This is an optimization exercise on Yosys and OpenROAD, whose aim is small area, not a production implementation. No functional check of the RTL was part of any run shown here. Power and IR drop assume default switching activity.

**run.sh**
```bash
#!/bin/bash
# synth_recipe.tcl (not shown) runs the flow's synth.tcl, then flattens the netlist and writes it again
# the make line also repeats each setting of config.mk as NAME=value (left out here)
make -C /OpenROAD-flow-scripts/flow DESIGN_CONFIG=/design/flow/config.mk WORK_HOME=/design/flow/orfs CLKGATE_MAP_FILE= SYNTH_SCRIPT=/design/flow/synth_recipe.tcl finish
```
**config.mk**
```make
export PLATFORM = sky130hd
export DESIGN_NAME = pps_synch
export DESIGN_NICKNAME = pps_synch
export VERILOG_FILES = /design/flow/design.v
export SDC_FILE = /design/flow/constraint.sdc
export NUM_CORES = 4
export LEC_CHECK = 0
export CAP_MARGIN = 20
export CORE_MARGIN = 2
export CORE_UTILIZATION = 40
export SLEW_MARGIN = 20
```
**constraint.sdc**
```tcl
create_clock -name core_clock -period 5.0 [get_ports {clk}]
set_input_delay 1.0000 -clock core_clock [delete_from_list [all_inputs] [get_ports {clk}]]
set_output_delay 1.0000 -clock core_clock [all_outputs]
set_load 0.01 [all_outputs]
```
**design.v**
```verilog
module pps_synch(
	input		clk,
	input		rst,
	input	[2:0]	pps,
	input	[2:0]	pps_sel,
	input		sysref,
	input	[31:0]	load_secs,
	input	[31:0]	load_ns,
	input	[7:0]	load_subns,
	input	[5:0]	ns_per_clk,
	input	[7:0]	subns_per_clk,
	input	[31:0]	delay_ns,
	input	[3:0]	mode,
	input	[2:0]	sanity_mode,
	input	[15:0]	lockout_ns,
	input	[31:0]	rollover_thresh_ns,
	input	[1:0]	capture_mode,
	output	[31:0]	captured_secs,
	output	[31:0]	captured_ns,
	output	[7:0]	captured_subns,
	output		captured,
	output	[31:0]	secs,
	output	[31:0]	ns,
	output	[7:0]	subns,
	output		running,
	output  [63:0]  timestamp_us,
	output          timestamp_valid
);
	reg        started;
	reg [2:0]  mode_r;
	reg [1:0]  capture_mode_r;
	reg [2:0]  sanity_mode_r;
	reg [13:0] step_r;
	reg        resync;
	reg        delay_nz_r;     
	reg        delay_ge_r;     
	reg        lock_lt_r;      
	reg        thr_ge_r;       
	reg [31:0] secs_r;
	reg [39:0] ns_r;
	reg [31:0] pipe_r;         
	reg [39:0] delay;
	reg        captured_r;
	reg [31:0] captured_secs_r;
	reg [39:0] captured_ns_r;
	reg pps_internal;
	reg last_pps;
	reg last_pps_ext;
	reg sysref_internal;
	reg last_sysref;
	assign running = started;
	assign secs = secs_r;
	assign ns = ns_r[39:8];
	assign subns = ns_r[7:0];
	assign captured = captured_r;
	assign captured_secs = captured_secs_r;
	assign captured_ns = captured_ns_r[39:8];
	assign captured_subns = captured_ns_r[7:0];
	wire pps_ext  = |(pps & pps_sel);
	wire edge_ext = ~last_pps_ext & pps_ext;
	wire ev_pps   = pps_internal & ~last_pps;
	wire ev_sys   = sysref_internal & ~last_sysref;
	wire delay_hit = delay_ge_r & delay_nz_r;
	wire delay_inc = (edge_ext & delay_nz_r) | (|delay);
	wire [39:0] delay_sum = delay + {26'b0, step_r};
	wire [39:0] delay_nx = (delay_inc & ~delay_hit) ? delay_sum : 40'd0;
	wire pps_int_nx = (edge_ext & ~delay_nz_r) | delay_hit;
	wire freerun = (mode_r == 3'd1) | (mode_r == 3'd2) | (mode_r == 3'd5);
	wire ge_sec  = pipe_r >= 32'd1000000000;
	wire lock    = lock_lt_r & sanity_mode_r[0];
	wire thr     = thr_ge_r & ~resync & sanity_mode_r[1];
	wire pps_roll = ~freerun & ev_pps & ~lock;
	wire roll     = freerun ? ge_sec : pps_roll;
	wire pipe_clr = freerun ? ge_sec : (pps_roll & thr);
	wire [39:0] ns_inc   = ns_r + {26'b0, step_r};
	wire [39:0] pipe_full = ns_r + {25'b0, step_r, 1'b0};
	wire [31:0] pipe_nx = started ? (pipe_clr ? 32'd0 : pipe_full[39:8]) : pipe_r;
	always @(posedge clk) begin
		step_r <= {ns_per_clk, subns_per_clk};
		sanity_mode_r <= sanity_mode;
		capture_mode_r <= capture_mode;
		last_pps <= pps_internal;
		last_sysref <= sysref_internal;
		delay_ge_r <= delay_nx[39:8] >= delay_ns;
		lock_lt_r <= pipe_nx < {16'b0, lockout_ns};
		thr_ge_r <= pipe_nx >= rollover_thresh_ns;
		if (~captured_r & ((capture_mode_r == 2'd1 & ev_pps) | (capture_mode_r == 2'd2 & ev_sys))) begin
			captured_secs_r <= secs_r;
			captured_ns_r <= ns_r;
		end
		if (rst) begin
			started <= 0;
			mode_r <= 0;
			resync <= 0;
			delay_nz_r <= 0;
			secs_r <= 0;
			ns_r <= 0;
			pipe_r <= 0;
			delay <= 0;
			captured_r <= 0;
			pps_internal <= 0;
			last_pps_ext <= 0;
			sysref_internal <= 0;
		end else begin
			mode_r <= (mode[3] | (mode[2:1] == 2'b11)) ? 3'd0 : mode[2:0];
			delay_nz_r <= |delay_ns;
			sysref_internal <= sysref;
			last_pps_ext <= pps_ext;
			delay <= delay_nx;
			pps_internal <= pps_int_nx;
			pipe_r <= pipe_nx;
			if (~captured_r & ((capture_mode_r == 2'd1 & ev_pps) | (capture_mode_r == 2'd2 & ev_sys)))
				captured_r <= 1;
			if (captured_r & (capture_mode_r == 2'd0))
				captured_r <= 0;
			if (started) begin
				ns_r <= roll ? 40'd0 : ns_inc;
				if (roll) secs_r <= secs_r + 1;
				if (~freerun & ev_pps) begin
					if (lock) resync <= sanity_mode_r[2];
					else if (~thr) resync <= 0;
				end
				if (mode == 4'd0) started <= 0;
			end else if (mode_r != 3'd0) begin
				secs_r <= load_secs;
				ns_r <= {load_ns, load_subns};
				case (mode_r)
					3'd1: started <= 1;
					3'd2, 3'd3: started <= pps_internal;
					default: started <= ev_sys;
				endcase
			end
		end
	end
	timestamptous tstous (clk, rst, secs_r, ns_r, started, timestamp_valid, timestamp_us);
endmodule
module timestamptous(
	input         clk,
	input         rst,
	input  [31:0] secs,
	input  [39:0] x,
	input         started,
	output        valid,
	output [63:0] us
);
	wire [31:0] q = x[39:8];
	wire [7:0]  r = x[7:0];
	wire [54:0] s_q = ({q, 22'b0} + {q, 17'b0} + {q, 11'b0} + {q, 8'b0} + {q, 6'b0})
	                - ({q, 15'b0} + {q, 3'b0} + q);
	wire [22:0] s_r = {r, 14'b0} + {r, 8'b0} + {r, 7'b0} + {r, 3'b0} + r
	                + (r >> 3) + (r >> 4) + (r >> 6) + (r >> 7);
	wire [54:0] s_all = s_q + s_r;
	wire [22:0] nsus = s_all[54:32];
	reg [31:0] a_secs;
	reg [22:0] a_us;
	reg [51:0] b, d1, d2, d3, d4, u;
	reg [5:0]  validdly;
	reg [2:0]  cnt;
	wire [45:0] secs_m = ({a_secs, 14'b0} + {a_secs, 8'b0} + {a_secs, 3'b0} + a_secs)
	                   - {a_secs, 10'b0};
	wire [51:0] m = {secs_m, 6'b0} + a_us;
	wire settled = &cnt;
	always @(posedge clk) begin
		a_secs <= secs;
		a_us <= nsus;
		b <= m;
		d1 <= b;
		d2 <= d1;
		d3 <= d2;
		d4 <= d3;
		if (~settled | (d4 > u)) u <= d4;
		if (rst) begin
			validdly <= 0;
			cnt <= 0;
		end else begin
			validdly <= {validdly[4:0], started};
			if (~settled) cnt <= cnt + 1;
		end
	end
	assign us = {12'b0, u};
	assign valid = validdly[5];
endmodule
```
==> results of run 1 <==
[cell usage after synthesis (all sizes together) (8+ instances only)]
cell	n	area [µm²]
nand2	165	619
o31ai	12	90.1
o22ai	19	119
nor2b	67	419
mux2i	19	190
nor2	295	1110
or2	17	106
or3	13	81.3
a31oi	34	213
fa	265	5310
a22o	20	175
a31o	9	78.8
o21bai	29	218
a211oi	38	285
a21o	108	811
nand4	77	482
a221oi	16	140
nor4	41	257
ha	447	5590
a21oi	235	1180
nand3	62	310
and3	39	244
a22oi	15	113
dfxtp	502	10000
a2111oi	15	133
and2	17	106
inv	514	1930
buf	15	103
nand2b	35	219
o2bb2ai	9	78.8
edfxtp	124	3720
o21ai	126	631
xnor2	143	1250
nand3b	8	60.1
nor3	65	325
xor2	58	508
clkbuf	93	349
o21a	31	233
o211ai	17	128
[final cells by class]
class                   count  area (µm²)
diodes                      7        17.5
clock buffers              98        2120
clock inverters            32         377
fillers                  8657       44300
inverters                 515        1940
multi-input cells        2668       24000
flip-flops and latches    626       13800
well taps                1276        1600
repair buffers            943        8170
[cell usage in the layout, fill, tap and decap left out, types with 20 or more instances in the layout]
master and instances:
a31oi_1 30, a21oi_2 35, xor2_1 54, nand2_1 156, buf_6 21, inv_1 501, nor2b_1 64, edfxtp_1 124
buf_4 536, clkbuf_16 76, and3_1 31, ha_4 26, dfxtp_1 472, dfxtp_2 23, o21bai_1 25, a211oi_1 33
nand2b_1 35, nand4_1 77, o21a_1 31, a22o_1 20, nor3_1 56, nor4_1 34, a21oi_1 194, xnor2_1 134
nand3_1 56, fa_1 261, nor2_1 277, a21o_1 108, ha_1 417, clkdlybuf4s50_1 381, o21ai_0 107
[routing by layer]
layer / wire [µm] / part of all wire / GRT usage / vias to the layer above
met5: 154 / 0.0013 / 0 / -
met4: 3900 / 0.034 / 0.0832 / 24
met3: 8470 / 0.073 / 0.0594 / 224
met2: 53800 / 0.46 / 0.375 / 890
met1: 49600 / 0.43 / 0.293 / 14800
li1: - / - / - / 15300
[per-stage QoR]
step                      instance area (µm²)  setup slack, ns
after floorplan                         39200            -1.47
after global placement                  48200            -1.78
after detailed placement                48200            -1.83
after CTS                               51300            -1.73
after global routing                    52100            -1.92
final                                   52100            -1.61
[critical path: cells and delay by family (launching register included)]
kind                       cells  cell delay, ns
adders and majority gates      7            2.61
buffers and inverters          2            0.21
xor gates and xnor gates       1            0.09
AOI/OAI and AO/OA             15            2.93
and+or+nand+nor                2            0.29
DFF                            1            0.35
[cell families after synthesis]
kind of cell    after synthesis  synth area share
fa+ha+maj                   712             0.281
mux                          19           0.00490
simple gates                926             0.117
xor+xnor                    201            0.0454
flops                       626             0.355
compound gates              798             0.135
other cells                   1         0.0000967
buf+inv                     623            0.0615
[path summary, 6_finish.rpt]
| check | startpoint | to | slack [ns] | cells past startpoint |
|---|---|---|---|---|
| max | ns_r[8] | tstous.a_us[22] | -1.61 | 27 |
| min | tstous.d2[36] | tstous.d3[36] | 0.31 | 0 |
| max reg2reg | ns_r[8] | tstous.a_us[22] | -1.61 | 27 |
| min reg2reg | tstous.d2[36] | tstous.d3[36] | 0.31 | 0 |
[report_power, final]
part / internal, W / switching (W) / leakage [nW]
registers: 0.00695 / 0.000611 / 5.41
clock network: 0.00331 / 0.00215 / 1.24
logic: 0.0110 / 0.0106 / 16.9
[state kept, by name (all words and copies together), names as in the netlist, 40 cells and up]
| name | flops |
|---|---|
| tstous.u | 52 |
| tstous.d1 | 52 |
| ns_r | 40 |
| delay | 40 |
| captured_ns_r | 40 |
| tstous.d2 | 52 |
| tstous.b | 52 |
| tstous.d3 | 52 |
| tstous.d4 | 52 |
[what timing repair did]
item,in CTS,in global routing
endpoints found under the setup margin,42,48
pin swaps,74,123
resized for setup,94,141
setup buffers,32,32
==> metrics.md, run 1 <==
| Metric | Value |
|---|---|
| Vias in the first global route | `31100` |
| Area added between synthesis and finish | `34.3%` |
| Crit Path Category | `register to register` |
| Hold Vio Cnt, Final | `0` |
| Post-layout nets | `5721` |
| Area of the core | `96400 µm²` |
| Fmax | `151 MHz` |
| Worst EP required | `5.51 ns` |
| Initial antenna violation count | `21` |
| Clk_skew | `~0.037 ns` |
| CTS tree | `yes` |
| Layout Check Fails | `setup timing` |
| Slew headroom | `0.290` |
| Die area | `99500 µm²` |
| Maximum capacitance violations | `0` |
| Post-Syn Area | `38800 µm²` |
| Clock buffer depth | `3` |
| Fin Setup TNS | `-30.90 ns` |
| Pins over their slew limit | `0` |
| Gr usage total | `0.230` |
| Crit-path slowest cell | `fa_1` |
| Drt first pass iters | `6` |
| Sequential area share after synthesis | `0.355` |
| Outcome | `failed layout checks` |
| Library cells used by synthesis | `79` |
| Post-layout util | `0.540` |
| Placed Cells | `5987` |
| WL/cell | `18.8 µm` |
| Sink Count | `~630` |
| Final setup viols | `31` |
| Fin crit share | `1.32` |
| Total length of routed wires | `116 mm` |
| Detailed placement HPWL | `92.0 mm` |
| DR iter-0 viols | `~1800` |
| Top FF cell, synth | `dfxtp_1` |
| CP max stage delay | `0.55 ns` |
| Min cycle time layout | `between 6 and 7 ns` |
| # DRC | `0` |
| Worst setup margin | `-1.61 ns` |
| Cts hold-fix bufs | `0` |
| Finished Layout Cells | `about 6200` |
| Initial core utilization | `0.402` |
| DIE WIDTH | `315 µm` |
| Largest net degree at the start of global routing | `73` |
| Die height | `315 µm` |
| Site row count | `~110` |
| Design Power | `0.0346 W` |
| GP Congestion | `0.920` |
| Mapped Avg Cell Area | `9.93 µm²` |
| Final ANT Viol Nets | `0` |
| Root buffer cell | `clkbuf_16` |
| Number of flops mapped to enable cells by yosys | `124` |
| Mapped Cells | `3906` |
| CP max FO | `3` |
| GR Overflow Total | `0` |
| Clock Latency Late Sink | `approximately 0.64 ns` |
| Fraction of registers with async set/reset | `0` |
| Yosys warns | `2` |
| RSZ-0062 raised after global routing | `yes` |
| Worst hold path type | `register to register` |
| Yosys reg bits | `626` |
| Worst vdd ir | `0.498 mV` |
| DR vias | `between 30000 and 40000` |
| Worst Tran Pin Value | `1.06 ns` |
| WP data arrival | `7.12 ns` |
| PD cells | `between 600 and 700 nW/µm²` |
| Crit end category | `register` |
| Global-route wire length before repair | `between 150 and 200 mm` |
| Total CTS buffers | `71` |
| Hold Slack | `0.312 ns` |
| Lkg Pwr | `~24 nW` |
| # H-tree levels | `3` |
| I/O Pins | `395` |
| Reg clk slew, reported paths | `around 0.06 ns` |
| PortBufs | `between 300 and 400` |
| Share of layout cells above drive strength 1 | `0.196` |
| DR vias/cell | `5.07` |
| Worst Setup Start Kind | `register` |
==> run 2: changes to the inputs <==
--- a/design.v
+++ b/design.v
@@ -146,28 +146,34 @@
 	wire [31:0] q = x[39:8];
 	wire [7:0]  r = x[7:0];
-	wire [54:0] s_q = ({q, 22'b0} + {q, 17'b0} + {q, 11'b0} + {q, 8'b0} + {q, 6'b0})
-	                - ({q, 15'b0} + {q, 3'b0} + q);
-	wire [22:0] s_r = {r, 14'b0} + {r, 8'b0} + {r, 7'b0} + {r, 3'b0} + r
-	                + (r >> 3) + (r >> 4) + (r >> 6) + (r >> 7);
-	wire [54:0] s_all = s_q + s_r;
-	wire [22:0] nsus = s_all[54:32];
-	reg [31:0] a_secs;
-	reg [22:0] a_us;
-	reg [51:0] b, d1, d2, d3, d4, u;
+	wire [35:0] lo = {4'b0, q[9:0], 22'b0} + {4'b0, q[14:0], 17'b0} + {4'b0, q[20:0], 11'b0}
+	               + {4'b0, q[23:0], 8'b0} + {4'b0, q[25:0], 6'b0}
+	               + {r, 14'b0} + {r, 8'b0} + {r, 7'b0} + {r, 3'b0} + r
+	               + (r >> 3) + (r >> 4) + (r >> 6) + (r >> 7)
+	               - {4'b0, q[16:0], 15'b0} - {4'b0, q[28:0], 3'b0} - {4'b0, q};
+	reg [31:0] s1_secs;
+	reg [21:0] s1_q;       
+	reg [3:0]  s1_c;       
+	wire [22:0] nsus = {1'b0, s1_q} + (s1_q >> 5) + (s1_q >> 11) + (s1_q >> 14) + (s1_q >> 16)
+	                 - (s1_q >> 7) - (s1_q >> 19) + {{19{s1_c[3]}}, s1_c};
+	reg [31:0] s2_secs;
+	reg [22:0] s2_us;
+	wire [45:0] secs_m = {s2_secs, 14'b0} + {s2_secs, 8'b0} + {s2_secs, 3'b0} + s2_secs
+	                   - {s2_secs, 10'b0};
+	wire [51:0] m = {secs_m, 6'b0} + s2_us;
+	reg [51:0] b, d1, d2, d3, u;
 	reg [5:0]  validdly;
 	reg [2:0]  cnt;
-	wire [45:0] secs_m = ({a_secs, 14'b0} + {a_secs, 8'b0} + {a_secs, 3'b0} + a_secs)
-	                   - {a_secs, 10'b0};
-	wire [51:0] m = {secs_m, 6'b0} + a_us;
 	wire settled = &cnt;
 	always @(posedge clk) begin
-		a_secs <= secs;
-		a_us <= nsus;
+		s1_secs <= secs;
+		s1_q <= q[31:10];
+		s1_c <= lo[35:32];
+		s2_secs <= s1_secs;
+		s2_us <= nsus;
 		b <= m;
 		d1 <= b;
 		d2 <= d1;
 		d3 <= d2;
-		d4 <= d3;
-		if (~settled | (d4 > u)) u <= d4;
+		if (~settled | (d3 > u)) u <= d3;
 		if (rst) begin
 			validdly <= 0;
==> run 2 against run 1 <==
Still fails the layout checks on setup timing; first-iteration DRC count is 6.9% lower; area after synthesis is 0.33% lower; sequential share of layout area is 1.3 points higher; utilization is 1.9 points lower; worst hold slack worse by 0.012 ns; clock power is 2% higher; final cell count is 3.9% lower; sequential cell count is 6 higher; routed wire length is 5.2% lower; sequential power is 0.5% lower; combinational power hardly changed; critical path type unchanged; critical endpoint is now tstous.s1_c[2]; largest cell class unchanged; largest power group unchanged.
==> metrics.md, run 2 <==
| Metric | Value |
|---|---|
| Outcome | `failed layout checks` |
| Layout Check Fails | `setup timing` |
| Top-area cell type share of the netlist area | `0.263 (+0.00397)` |
| Reg-to-reg slack, setup | `-0.25 ns (+1.36 ns)` |
| Sink Count | `632 (+0.96%)` |
| Fmax | `190 MHz (+26%)` |
| R2r endpoint | `tstous.s1_c[2]` |
| Post-layout util | `0.521 (-0.0195)` |
| Post-synth top area cell | `dfxtp_1` |
| WL/cell | `18.6 µm (-1.4%)` |
| Worst hold stages | `0 (unchanged)` |
| Synth top area cells | `dfxtp_1 26%, fa_1 15%, ha_1 14%` |
| Most numerous cell in the Yosys netlist | `inv_1` |
| Library cells used by synthesis | `93 (+18%)` |
| Total length of routed wires | `110 mm (-5.2%)` |
| Worst vdd ir | `0.423 mV (-15%)` |
| Sequential area share after synthesis | `0.359 (+0.00429)` |
| DR vias/cell | `5.02 (-1.0%)` |
| CTS tree | `yes` |
| Hold Vio Cnt, Final | `0 (unchanged)` |
| DR iter-0 viols | `1691 (-6.9%)` |
| I/O Pins | `395 (unchanged)` |
| Detailed placement HPWL | `87.4 mm (-5.0%)` |
| Site row count | `114 (unchanged)` |
| Crit-path slowest cell | `fa_1` |
| Vias in the first global route | `30100 (-3.3%)` |
| Register area | `14000 µm² (+0.90%)` |
| Initial antenna violation count | `11 (-48%)` |
| Most frequent cells in the layout | `559 x inv_1, 482 x dfxtp_1, 412 x ha_1, 381 x clkdlybuf4s50_1, 373 x buf_4` |
| Worst R2R Path Depth | `26 (-3.7%)` |
| Final ANT Viol Nets | `0 (unchanged)` |
| Fin Setup TNS | `-0.747 ns (+30.15 ns)` |
| Min cycle time layout | `5.25 ns (-1.36 ns)` |
| # DRC | `0 (unchanged)` |
| Lkg Pwr | `22.6 nW (-4.3%)` |
| Worst hold path type | `register to register` |
| Gr usage total | `0.221 (-0.00827)` |
| List of most frequent post-synthesis cells | `577 x inv_1, 508 x dfxtp_1, 439 x ha_1, 293 x fa_1, 270 x nor2_1` |
| Most common cell after layout, fill and taps aside | `inv_1` |
| Mapped Avg Cell Area | `10.1 µm² (+1.8%)` |
| Post-layout nets | `5505 (-3.8%)` |
| Slew headroom | `0.354 (+0.0634)` |
| Die height | `315 µm (-0.16%)` |
| Pins over their slew limit | `0 (unchanged)` |
| Setup crit start | `ns_r[8]` |
| Drt first pass iters | `7 (+1)` |
| Crit Path Category | `register to register` |
| PD cells | `690 nW/µm² (+3.8%)` |
| Design Power | `0.0346 W (about the same)` |
| Largest net degree at the start of global routing | `74 (+1.4%)` |
| Post-Syn Area | `38700 µm² (-0.33%)` |
| Worst setup margin | `-0.250 ns (+1.36 ns)` |
| Setup crit end | `tstous.s1_c[2]` |
| Total CTS buffers | `73 (+2.8%)` |
| Top FF cell, synth | `dfxtp_1` |
| Worst Setup Start Kind | `register` |
| Fin crit share | `1.05 (-0.272)` |
| CP max FO | `3 (unchanged)` |
| Fraction of registers with async set/reset | `0 (unchanged)` |
| Mapped Cells | `3825 (-2.1%)` |
| Clk_skew | `0.0336 ns (-0.00323 ns)` |
| DIE WIDTH | `315 µm (-0.16%)` |
| Cts hold-fix bufs | `0 (unchanged)` |
| GP Congestion | `0.917 (-0.41%)` |
| Clock buffer depth | `3 (unchanged)` |
| GR Overflow Total | `0 (unchanged)` |
| # H-tree levels | `3 (unchanged)` |
| Maximum capacitance violations | `0 (unchanged)` |
| Yosys reg bits | `632 (+0.96%)` |
| Crit end category | `register` |
| Final setup viols | `4 (-87%)` |
| Most used cell, CP | `a21oi_2` |
| Worst Tran Pin Value | `0.966 ns (-0.0957 ns)` |
| FF-to-FF Start | `ns_r[8]` |
| Area added between synthesis and finish | `29.7%` |
| CP max stage delay | `0.51 ns (-0.04 ns)` |
| Fill cells | `8720 (+0.73%)` |
| Area of the multi-input gates | `23100 µm² (-3.8%)` |
| RSZ-0062 raised after global routing | `yes` |
| Number of flops mapped to enable cells by yosys | `124 (unchanged)` |
| Die area | `99100 µm² (-0.33%)` |
| Clock Latency Late Sink | `0.65 ns (about the same)` |
| Initial core utilization | `0.401 (-0.000743)` |
| DR vias | `29700 (-4.9%)` |
| Area of the core | `96300 µm² (-0.15%)` |
| Global-route wire length before repair | `169 mm (-3.4%)` |
| PortBufs | `382 (unchanged)` |
| Yosys warns | `2 (unchanged)` |
| Root buffer cell | `clkbuf_16` |
| WP data arrival | `5.78 ns (-1.34 ns)` |
| Share of layout cells above drive strength 1 | `0.153 (-0.0427)` |
| Reg clk slew, reported paths | `0.07 ns (about the same)` |
| Worst EP required | `5.53 ns (+0.02 ns)` |
run 2: critical path: cells and delay by family, from the launching register on:
kind                       cells  cell delay [ns]
adders and majority gates      7             2.75
AOI/OAI and AO/OA             10             1.28
DFF                            1             0.35
and+or+nand+nor                3             0.30
xor gates and xnor gates       2             0.25
buffers and inverters          4             0.19
run 2: per-layer routing:
layer  vias to the layer above  part of all wire  wire, µm  track usage
met1                     14100              0.42     46400        0.277
met4                        12             0.034      3740       0.0775
met2                       822              0.48     52900        0.377
met5                         -           0.00073        80            0
met3                       212             0.062      6780       0.0463
li1                      14600                 -         -            -
run 2: kinds of logic after synthesis:
logic type | synth area share
other | 0.0000970
buffers and inverters | 0.0659
xor gates and xnor gates | 0.0379
DFF | 0.359
muxes | 0.00363
AOI/OAI and AO/OA | 0.121
adders and majority gates | 0.294
and+or+nand+nor | 0.118
run 2: power by group:
| group | internal [W] | switching, W |
|---|---|---|
| combinational | 0.0106 | 0.0109 |
| clock | 0.00331 | 0.00225 |
| sequential | 0.00691 | 0.000611 |
| total | 0.0208 | 0.0138 |
run 2: cell type report:
cell class,count,area share
multi-input cells,2539,0.461
diodes,5,0.000250
flip-flops and latches,632,0.278
repair buffers,766,0.135
well taps,1276,0.0318
clock buffers,96,0.0427
inverters,577,0.0432
clock inverters,34,0.00754
run 2: metrics by stage:
step / hold slack, ns / cell area (µm²) / worst slack (ns) / std cells
2_1_floorplan: 0.310 / 38800 / -0.149 / 3836
3_3_place_gp: 0.310 / 46500 / -0.261 / 5752
3_5_place_dp: 0.312 / 46500 / -0.310 / 5752
4_1_cts: 0.299 / 49500 / -0.204 / 5895
5_1_grt: 0.314 / 50100 / -0.469 / 5923
6_report: 0.300 / 50100 / -0.250 / 5925
run 2: worst min-delay path by stage:
| stage | start | end | slack [ns] |
|---|---|---|---|
| final | tstous.s1_secs[8] | tstous.s2_secs[8] | 0.30 |
| after global routing | tstous.s1_secs[6] | tstous.s2_secs[6] | 0.31 |
| after CTS | tstous.s1_secs[8] | tstous.s2_secs[8] | 0.30 |
| after detailed placement | tstous.s1_secs[14] | tstous.s2_secs[14] | 0.31 |
| after global placement | tstous.s1_secs[17] | tstous.s2_secs[17] | 0.31 |
| after floorplan | tstous.s1_secs[14] | tstous.s2_secs[14] | 0.31 |
run 2: repair_timing:
action | CTS | global route
pin swaps | 74 | 112
setup endpoints to repair | 21 | 34
buffers inserted | 13 | 25
resized for setup | 85 | 106

-- what the ideal ports hide --
The flow's constraints put no driver on any port. The routed layouts listed below were extracted and timed again, unchanged, in two steps. Step 1: set_driving_cell puts a clkbuf_16 on clk and a buf_2 on each other input, an assumption about the parent block. Step 2, shift: input delay + t, output delay - t, t = (earliest + latest rising clock arrival at the registers) / 2. This alone moves slack from input paths to output paths. a / b / c = ideal ports / drivers / drivers and shift; a / b = the first two.
run	t, ns	setup WS [ns]	worst slew at a driven data input, ns	cell pins on the clock port's net
run 1	0.685	-1.610 / -1.610 / -1.610	0.16	1
run 2	0.698	-0.250 / -0.250 / -0.250	0.17	1
